This is an optimization exercise on Yosys and OpenROAD, whose aim is small area, not a production implementation.
At most, simulation tests tie the RTL to the original design; equivalence was not proved.

==> umber <==
Design top, start of the top module:
module top(
input clk,
input rst,
input [15:0] MemDB,
input [4:0] clt,
output [2:0] red,
output [2:0] green,
output [1:0] blue,
output hsync,
output vsync,
output [25:0] MemAdr,
output we_L,
output oe_L,
output ce_L,
output lb_L,
output ub_L,
output RamADV_L,
output RamCLK,
output RamCRE,
output FlashCS,
output [3:0] sel,
output [7:0] data
    );
assign we_L = 1;
assign oe_L = 0;
assign ce_L = 0;
assign lb_L = 0;
assign ub_L = 0;
assign RamADV_L = 0;
assign RamCLK = 0;
assign RamCRE = 0;
assign FlashCS = 1;
wire [5:0] random;
wire scan_end, clk_40ns, clk_80ns, clk_c7;
clk_div u_clk_div(.clk(clk), .rst(rst), .random(random), .scan_end(scan_end),
	.clk_40ns(clk_40ns), .clk_80ns(clk_80ns), .clk_c7(clk_c7));
wire w_state, s_state, Ua_state, Da_state, Pause;
Glitch_Reduce u_Glitch_Reduce(.clk(clk), .rst(rst), .clt(clt), .w_state(w_state),
	.s_state(s_state), .Ua_state(Ua_state), .Da_state(Da_state), .Pause(Pause));
wire [1:0] Winner;
wire start;
wire [3:0] state;
Main_FSM u_Main_FSM(.clk(clk), .rst(rst), .w_state(w_state), .s_state(s_state),
	.Ua_state(Ua_state), .Da_state(Da_state), .Pause(Pause), .Winner(Winner),
	.start(start), .state(state));
wire tick;
rom_ctl u_rom_ctl(.clk(clk), .rst(rst), .start(start), .state(state), .tick(tick));
wire [9:0] bar_a_y, bar_b_y;
bar_ctl u_bar_ctl(.clk(clk), .w_state(w_state), .s_state(s_state),
	.Ua_state(Ua_state), .Da_state(Da_state), .ESC_state(Pause), .start(start),
	.tick(tick), .bar_a_y(bar_a_y), .bar_b_y(bar_b_y));
wire [9:0] ball_x, ball_y;
wire [1:0] win;
ball_fsm u_ball_fsm(.clk(clk), .rst(rst), .start(start), .tick(tick), .random(random),
	.bar_a_y(bar_a_y), .bar_b_y(bar_b_y), .ball_x(ball_x), .ball_y(ball_y), .win(win));
score u_score(.clk(clk), .rst(rst), .win(win), .start(start), .scan_end(scan_end),
  ...
==> module VGA_Display, before the edit <==
module VGA_Display(
input rst,
input clk,
input clk_40ns,
input [4:0] lo,
output hsync,
output vsync,
output reg display,
output [9:0] hcount,
output reg [9:0] vcount
    );
reg [6:0] hhi;
wire [2:0] hlo = lo[4:2] + {2'b00, lo[1]};
assign hcount = {hhi, hlo};
assign hsync = (hcount >= 10'd96);
assign vsync = (vcount >= 10'd2);
always@(posedge clk or posedge rst)
	if(rst) begin
		hhi <= 0;
		vcount <= 0;
		display <= 0;
	end else if(clk_40ns) begin
		if(hcount == 10'd799) begin
			hhi <= 0;
			vcount <= (vcount == 10'd520) ? 10'd0 : vcount + 10'd1;
		end else if(hlo == 3'd7)
			hhi <= hhi + 7'd1;
		display <= (hcount >= 10'd144) && (hcount <= 10'd783) && (vcount >= 10'd31) && (vcount <= 10'd510);
	end
endmodule
==> module top, before the edit <==
module top(
input clk,
input rst,
input [15:0] MemDB,
input [4:0] clt,
output [2:0] red,
output [2:0] green,
output [1:0] blue,
output hsync,
output vsync,
output [25:0] MemAdr,
output we_L,
output oe_L,
output ce_L,
output lb_L,
output ub_L,
output RamADV_L,
output RamCLK,
output RamCRE,
output FlashCS,
output [3:0] sel,
output [7:0] data
    );
assign we_L = 1;
assign oe_L = 0;
assign ce_L = 0;
assign lb_L = 0;
assign ub_L = 0;
assign RamADV_L = 0;
assign RamCLK = 0;
assign RamCRE = 0;
assign FlashCS = 1;
wire [5:0] random;
wire scan_end, clk_40ns, clk_80ns, clk_c7;
clk_div u_clk_div(.clk(clk), .rst(rst), .random(random), .scan_end(scan_end),
	.clk_40ns(clk_40ns), .clk_80ns(clk_80ns), .clk_c7(clk_c7));
wire w_state, s_state, Ua_state, Da_state, Pause;
Glitch_Reduce u_Glitch_Reduce(.clk(clk), .rst(rst), .clt(clt), .w_state(w_state),
	.s_state(s_state), .Ua_state(Ua_state), .Da_state(Da_state), .Pause(Pause));
wire [1:0] Winner;
wire start;
wire [3:0] state;
Main_FSM u_Main_FSM(.clk(clk), .rst(rst), .w_state(w_state), .s_state(s_state),
	.Ua_state(Ua_state), .Da_state(Da_state), .Pause(Pause), .Winner(Winner),
	.start(start), .state(state));
wire tick;
rom_ctl u_rom_ctl(.clk(clk), .rst(rst), .start(start), .state(state), .tick(tick));
wire [9:0] bar_a_y, bar_b_y;
bar_ctl u_bar_ctl(.clk(clk), .w_state(w_state), .s_state(s_state),
	.Ua_state(Ua_state), .Da_state(Da_state), .ESC_state(Pause), .start(start),
	.tick(tick), .bar_a_y(bar_a_y), .bar_b_y(bar_b_y));
wire [9:0] ball_x, ball_y;
wire [1:0] win;
ball_fsm u_ball_fsm(.clk(clk), .rst(rst), .start(start), .tick(tick), .random(random),
	.bar_a_y(bar_a_y), .bar_b_y(bar_b_y), .ball_x(ball_x), .ball_y(ball_y), .win(win));
score u_score(.clk(clk), .rst(rst), .win(win), .start(start), .scan_end(scan_end),
	.sel(sel), .data(data), .Winner(Winner));
wire display;
wire [9:0] hcount, vcount;
VGA_Display u_VGA_Display(.rst(rst), .clk(clk), .clk_40ns(clk_40ns), .lo(random[4:0]), .hsync(hsync),
	.vsync(vsync), .display(display), .hcount(hcount), .vcount(vcount));
ram_ctl u_ram_ctl(.clk(clk), .rst(rst), .clk_40ns(clk_40ns), .clk_80ns(clk_80ns),
	.clk_c7(clk_c7), .display(display), .MemDB(MemDB), .hcount(hcount), .vcount(vcount),
	.ball_x(ball_x), .ball_y(ball_y), .bar_a_y(bar_a_y), .bar_b_y(bar_b_y), .state(state),
	.red(red), .green(green), .blue(blue), .MemAdr(MemAdr));
endmodule
export LEC_CHECK = 0
export CAP_MARGIN = 20
export CORE_MARGIN = 2
export CORE_UTILIZATION = 40
export SLEW_MARGIN = 20
export SYNTH_MEMORY_MAX_BITS = 20000
create_clock -name core_clock -period 10.0 [get_ports {clk}]
standard.sh (not shown) runs the stock make flow with config.mk's settings and CLKGATE_MAP_FILE= SYNTH_SCRIPT=/design/flow/synth_recipe.tcl, a recipe that flattens the netlist after the stock synthesis.
==> flow/flow/run.sh <==
#!/bin/bash
# The standard layout (standard.sh, unchanged synthesis and steps), with
# two changes: the port buffers that global placement inserts are the
# smallest buffer cell, sky130_fd_sc_hd__buf_1, instead of the one
# buffer_ports picks by default (every port still gets its buffer), and
# clock tree synthesis uses clkbuf_8 clusters without dummy loads.
set -euo pipefail
export BUFFER_PORTS_ARGS="-buffer_cell sky130_fd_sc_hd__buf_1"
export CTS_ARGS="-sink_clustering_enable -repair_clock_nets -buf_list sky130_fd_sc_hd__clkbuf_8 -sink_clustering_size 15 -sink_clustering_max_diameter 60 -dont_use_dummy_load"
bash standard.sh > standard.log 2>&1
==> maple: changes against umber <==
--- a/flow/design.v
+++ b/flow/design.v
@@ -37,3 +37,2 @@
 input clk_40ns,
-input [4:0] lo,
 output hsync,
@@ -41,8 +40,5 @@
 output reg display,
-output [9:0] hcount,
+output reg [9:0] hcount,
 output reg [9:0] vcount
     );
-reg [6:0] hhi;
-wire [2:0] hlo = lo[4:2] + {2'b00, lo[1]};
-assign hcount = {hhi, hlo};
 assign hsync = (hcount >= 10'd96);
@@ -51,3 +47,3 @@
 	if(rst) begin
-		hhi <= 0;
+		hcount <= 0;
 		vcount <= 0;
@@ -56,6 +52,6 @@
 		if(hcount == 10'd799) begin
-			hhi <= 0;
+			hcount <= 0;
 			vcount <= (vcount == 10'd520) ? 10'd0 : vcount + 10'd1;
-		end else if(hlo == 3'd7)
-			hhi <= hhi + 7'd1;
+		end else
+			hcount <= hcount + 10'd1;
 		display <= (hcount >= 10'd144) && (hcount <= 10'd783) && (vcount >= 10'd31) && (vcount <= 10'd510);
@@ -1816,3 +1812,3 @@
 wire [9:0] hcount, vcount;
-VGA_Display u_VGA_Display(.rst(rst), .clk(clk), .clk_40ns(clk_40ns), .lo(random[4:0]), .hsync(hsync),
+VGA_Display u_VGA_Display(.rst(rst), .clk(clk), .clk_40ns(clk_40ns), .hsync(hsync),
 	.vsync(vsync), .display(display), .hcount(hcount), .vcount(vcount));
==> out/metrics.cfg <==
[status]
status = timing/DRC/antenna clean

[global_routing]
track_usage = 0.1954
use_met3 = 0.02021

[power]
sw_frac_of_total = 0.3657
p_seq_frac = 0.456
pg_seq_uw = 1440

[floorplanning]
dieHeight_um = 230.1

[cells_and_area]
bufAreaShareNonClock = 0.01900
seq_area_um2 = 7291

[clocking]
clkTransAtPathRegs_ps = 90

[timing]
rsz0062_at_grt = yes

Source of the figures above: umber

==> out/metrics.cfg <==
[cells_and_area]
seq_area_um2 = 7365
clkCellAreaFrac = 0.01863
bufAreaShareNonClock = 0.01998

[global_routing]
use_met3 = 0.01875
track_usage = 0.1984
grt_start_max_net_pins = 113
grt_pass1_vias = 15969

[yosys]
ys_seq_area_frac = 0.3661

[status]
status = timing/DRC/antenna clean

[power]
p_comb_frac = 0.328
pg_seq_uw = 1460
sw_frac_of_total = 0.3717

[clocking]
clkTransAtPathRegs_ps = 80

[critical_path]
cp.required_ps = 10500
crit_path_end = u_ball_fsm.ball_y[2]

[floorplanning]
dieHeight_um = 228.2

Source of the figures above: maple

For umber, only the layout was checked, not whether the RTL still works.

==> job 4229: inputs <==
Another version of the RTL of top (not shown whole).
clock: 10.0 ns
lec_check: 0
cap_margin: 20
core_margin: 2
core_utilization: 40
slew_margin: 20
synth_memory_max_bits: 20000
Scripts as last shown in full above: flow/flow/run.sh
==> job 5381 (differences from job 4229) <==
CORE_UTILIZATION = 65   (was 40)
==> job 2705 (differences from job 4229) <==
--- a/flow/design.v
+++ b/flow/design.v
@@ -1129,30 +1129,34 @@
 wire cap = (vcount == ball_y);
 always@(posedge clk)
 	if(clk_80ns && !b_end && cap)
 		x_tem <= ball_x;
 always@(posedge clk or posedge rst)
-	if(rst)
+	if(rst) begin
 		on <= 0;
-	else if(clk_80ns) begin
-		if(b_end) on <= 0;
-		else if(cap) on <= 1;
-	end
-always@(posedge clk) begin
-		if(clk_80ns)
+		flag <= 0;
+		same_line <= 0;
+		wrapped <= 0;
+	end else begin
+		if(clk_80ns) begin
+			if(b_end) on <= 0;
+			else if(cap) on <= 1;
 			flag <= !b_end && hit;
+		end
 		if(clk_80ns && !b_end && cap) begin
 			same_line <= 1;
 			wrapped <= 0;
 		end else if(clk_40ns && hcount == 10'd799) begin
 			same_line <= 0;
 			if(vcount == 10'd520) wrapped <= 1;
 		end
 	end
-always@(posedge clk)
-	if(clk_c7) begin
-		if(b_end || !on) begin
+always@(posedge clk or posedge rst)
+	if(rst) begin
+		row <= 0; col <= 0;
+	end else if(clk_c7) begin
+		if(b_end) begin
 			row <= 0; col <= 0;
 		end else if(flag) begin
 			if(col == 4'd9) begin col <= 0; row <= row + 5'd1; end
 			else col <= col + 4'd1;
 		end
@@ -1184,27 +1188,30 @@
 reg same_line;
 wire a_end = (row == 7'd69) && (col == 4'd8);
 wire hit = on && !same_line && !lt10(hcount, HLO) && !lt10(HHI, hcount);
 wire cap = (vcount == bar_y);
 always@(posedge clk or posedge rst)
-	if(rst)
+	if(rst) begin
 		on <= 0;
-	else if(clk_80ns) begin
-		if(a_end) on <= 0;
-		else if(cap) on <= 1;
-	end
-always@(posedge clk) begin
-		if(clk_80ns)
+		same_line <= 0;
+		flag <= 0;
+	end else begin
+		if(clk_80ns) begin
+			if(a_end) on <= 0;
+			else if(cap) on <= 1;
 			flag <= !a_end && hit;
+		end
 		if(clk_80ns && !a_end && cap)
 			same_line <= 1;
 		else if(clk_40ns && hcount == 10'd799)
 			same_line <= 0;
 	end
-always@(posedge clk)
-	if(clk_c7) begin
-		if(a_end || !on) begin
+always@(posedge clk or posedge rst)
+	if(rst) begin
+		row <= 0; col <= 0;
+	end else if(clk_c7) begin
+		if(a_end) begin
 			row <= 0; col <= 0;
 		end else if(flag) begin
 			if(col == 4'd8) begin col <= 0; row <= row + 7'd1; end
 			else col <= col + 4'd1;
 		end
@@ -1311,10 +1318,11 @@
 		3'd3, 3'd4: ny_m = 2'd0;
 		default: ny_m = 2'd2;
 	endcase
 end
 wire [9:0] bxs = add10(ball_x, x_speed, 1'b0);
+wire [9:0] bys = add10(ball_y, y_speed, 1'b0);
 wire [9:0] ea = add10(bar_a_y, ~ball_y, 1'b1);
 wire [9:0] eb = add10(bar_b_y, ~ball_y, 1'b1);
 wire hit_a_x = !lt10(10'd166, bxs);	 
 wire hit_b_x = !lt10(bxs, 10'd741);	 
 wire wall_l = !lt10(10'd149, bxs);	 
@@ -1387,32 +1395,25 @@
 wire [9:0] bot_lo = 10'd955 - {7'd0, mag};		 
 wire c1 = in_a_x && !ys_neg && !lt10(ea, 10'd20) && !lt10(top_hi, ea);
 wire c2 = in_b_x && !ys_neg && !lt10(eb, 10'd20) && !lt10(top_hi, eb);
 wire c3 = in_a_x && ys_neg && !lt10(ea, bot_lo) && !lt10(10'd955, ea);
 wire c4 = in_b_x && !slt10(-10'd69, ea) && !slt10(eb, add10(y_speed, -10'd69, 1'b0));
-wire [3:0] d1 = ea[3:0] - 4'd4;		 
-wire [3:0] d2 = eb[3:0] - 4'd4;		 
-wire [3:0] d3 = ea[3:0] - 4'd11;	 
-wire [9:0] yop = c1 ? {{6{d1[3]}}, d1} : c2 ? {{6{d2[3]}}, d2} : c3 ? {{6{d3[3]}}, d3} : y_speed;
-wire [9:0] bys = add10(ball_y, yop, 1'b0);
-wire [9:0] y4 = add10(bar_b_y, 10'd69, 1'b0);
 wire wall_t = !lt10(10'd35, bys);	 
 wire wall_b = !lt10(bys, 10'd485);	 
+wire [9:0] bsel = (c1 || c3) ? bar_a_y : bar_b_y;
+wire [9:0] ynew = add10(bsel, (c1 || c2) ? -10'd20 : 10'd69, 1'b0);
 always@(posedge clk)
 	if(!start) begin
 		ball_y <= 10'd260;
 		ys_neg <= 0; ys_m <= ny_m;
 	end else if(!tick)
 		;
 	else if(scored) begin
 		ball_y <= 10'd260;
 		ys_neg <= 0; ys_m <= ny_m;
-	end else if(c1 || c2 || c3) begin
-		ball_y <= bys;
-		ys_neg <= ~ys_neg;
-	end else if(c4) begin
-		ball_y <= y4;
+	end else if(c1 || c2 || c3 || c4) begin
+		ball_y <= ynew;
 		ys_neg <= ~ys_neg;
 	end else if(wall_t) begin
 		ball_y <= 10'd35;
 		ys_neg <= ~ys_neg;
 	end else if(wall_b) begin
==> flow/flow/run.sh (replaced) <==
#!/bin/bash
# The standard layout (standard.sh, unchanged synthesis and steps), with
# one change: the port buffers that global placement inserts are the
# smallest buffer cell, sky130_fd_sc_hd__buf_1, instead of the one
# buffer_ports picks by default. Every port still gets its buffer.
set -euo pipefail
export BUFFER_PORTS_ARGS="-buffer_cell sky130_fd_sc_hd__buf_1"
bash standard.sh > standard.log 2>&1
CTS_BUF_LIST = sky130_fd_sc_hd__clkbuf_8   (was unset)
CTS_CLUSTER_DIAMETER = 60   (was unset)
CTS_CLUSTER_SIZE = 15   (was unset)
==> results.toml <==
[cells_and_area]
final.clkbuf_count = 31
multiin_comb = 1902

[critical_path]
biggest_cell_delay_along_the_critical_path_ns = 0.49
count_of_cell_instances_traversed_by_the_critical_path = 40

[power_and_ir_drop]
fin_total_pwr_uw = 3010
cellLeakagePower_uw = 0.00926

[run_status]
run_status = "finished clean"

[global_route]
first_global_vias = 17800

[sta]
clock_skew_ns = 0.0719
fmaxAchievable_mhz = 104
That was job 4229.
==> results.toml <==
[run_status]
run_status = "finished clean"

[cells_and_area]
final.clkbuf_count = 28
multiin_comb = 1902

[logic_synthesis]
asyncSetResetFlopFracSynth = 0.553
synth_area_leaders = "sky130_fd_sc_hd__dfrtp_1, sky130_fd_sc_hd__dfxtp_1, sky130_fd_sc_hd__edfxtp_1"

[power_and_ir_drop]
clock_power_uw = 644
cellLeakagePower_uw = 0.00923

[critical_path]
count_of_cell_instances_traversed_by_the_critical_path = 39

[sta]
fmaxAchievable_mhz = 104
clock_skew_ns = 0.124

[global_route]
grt_overflow_total = 0
first_global_vias = 18000

[detailed_routing]
via_count = 19200
That was job 5381.
==> results.toml <==
[run_status]
run_status = "finished clean"

[power_and_ir_drop]
power_density_nw_per_um2 = 138
cellLeakagePower_uw = 0.00938

[global_route]
first_global_vias = 18400

[floorplanning]
n_tap_cell = 696

[sta]
clock_skew_ns = 0.0359

[cells_and_area]
multiin_comb = 1865
final.clkbuf_count = 31
synthToLayoutAreaGrowth_pct = 5.69
n_antenna_cell = 0
reg_top3 = "u_Main_FSM.Wait: 22 flops, u_ram_ctl.u_bg_addr.madr: 21 flops, u_clk_div.hi: 12 flops"

[place]
placed_cells = 3102

[clocking]
numClockSinks = 302

[logic_synthesis]
yosys.area_share.adder = 0.112
yosysMostFrequentCell = "sky130_fd_sc_hd__dfrtp_1"
synth.yosys.warnings = 13

[critical_path]
biggest_cell_delay_along_the_critical_path_ns = 0.56
count_of_cell_instances_traversed_by_the_critical_path = 32
That was job 2705.
For job 2705, only the layout was checked, not whether the RTL still works.

==> what the ideal ports hide <==
The flow's constraints put no driver on any port. The routed layouts listed below were extracted and timed again, unchanged, in two steps.
Step 1 (the two cells are an assumption about what drives the block):
set clk [get_ports {clk}]
set_driving_cell -lib_cell sky130_fd_sc_hd__clkbuf_16 $clk
set_driving_cell -lib_cell sky130_fd_sc_hd__buf_2 [delete_from_list [all_inputs] $clk]
Step 2 adds t to the input delays and takes it off the output delays; t is the mean of the earliest and latest rising clock arrival at the registers after step 1. Input paths then give back, and output paths get back, about the clock's delay inside the block.
Slacks: ideal / step 1 / step 2; pairs: ideal / step 1.
run	t (ns)	setup WS [ns]	hold slack, ns	clock arrival spread, ns	worst data-port slew with drivers (ns)
umber	0.648	0.402 / 0.402 / 0.402	0.366 / 0.366 / 0.366	0.056 / 0.056	0.04
maple	0.647	0.492 / 0.492 / 0.492	0.372 / 0.372 / 0.372	0.073 / 0.073	0.04
job 4229	0.661	0.423 / 0.423 / 0.423	0.374 / 0.374 / 0.374	0.074 / 0.073	0.06
job 5381	0.623	0.411 / 0.411 / 0.411	0.384 / 0.384 / 0.384	0.130 / 0.130	0.05
job 2705	0.681	1.792 / 1.792 / 1.792	0.384 / 0.384 / 0.384	0.043 / 0.043	0.03
After both steps setup and hold are still met in every run listed.
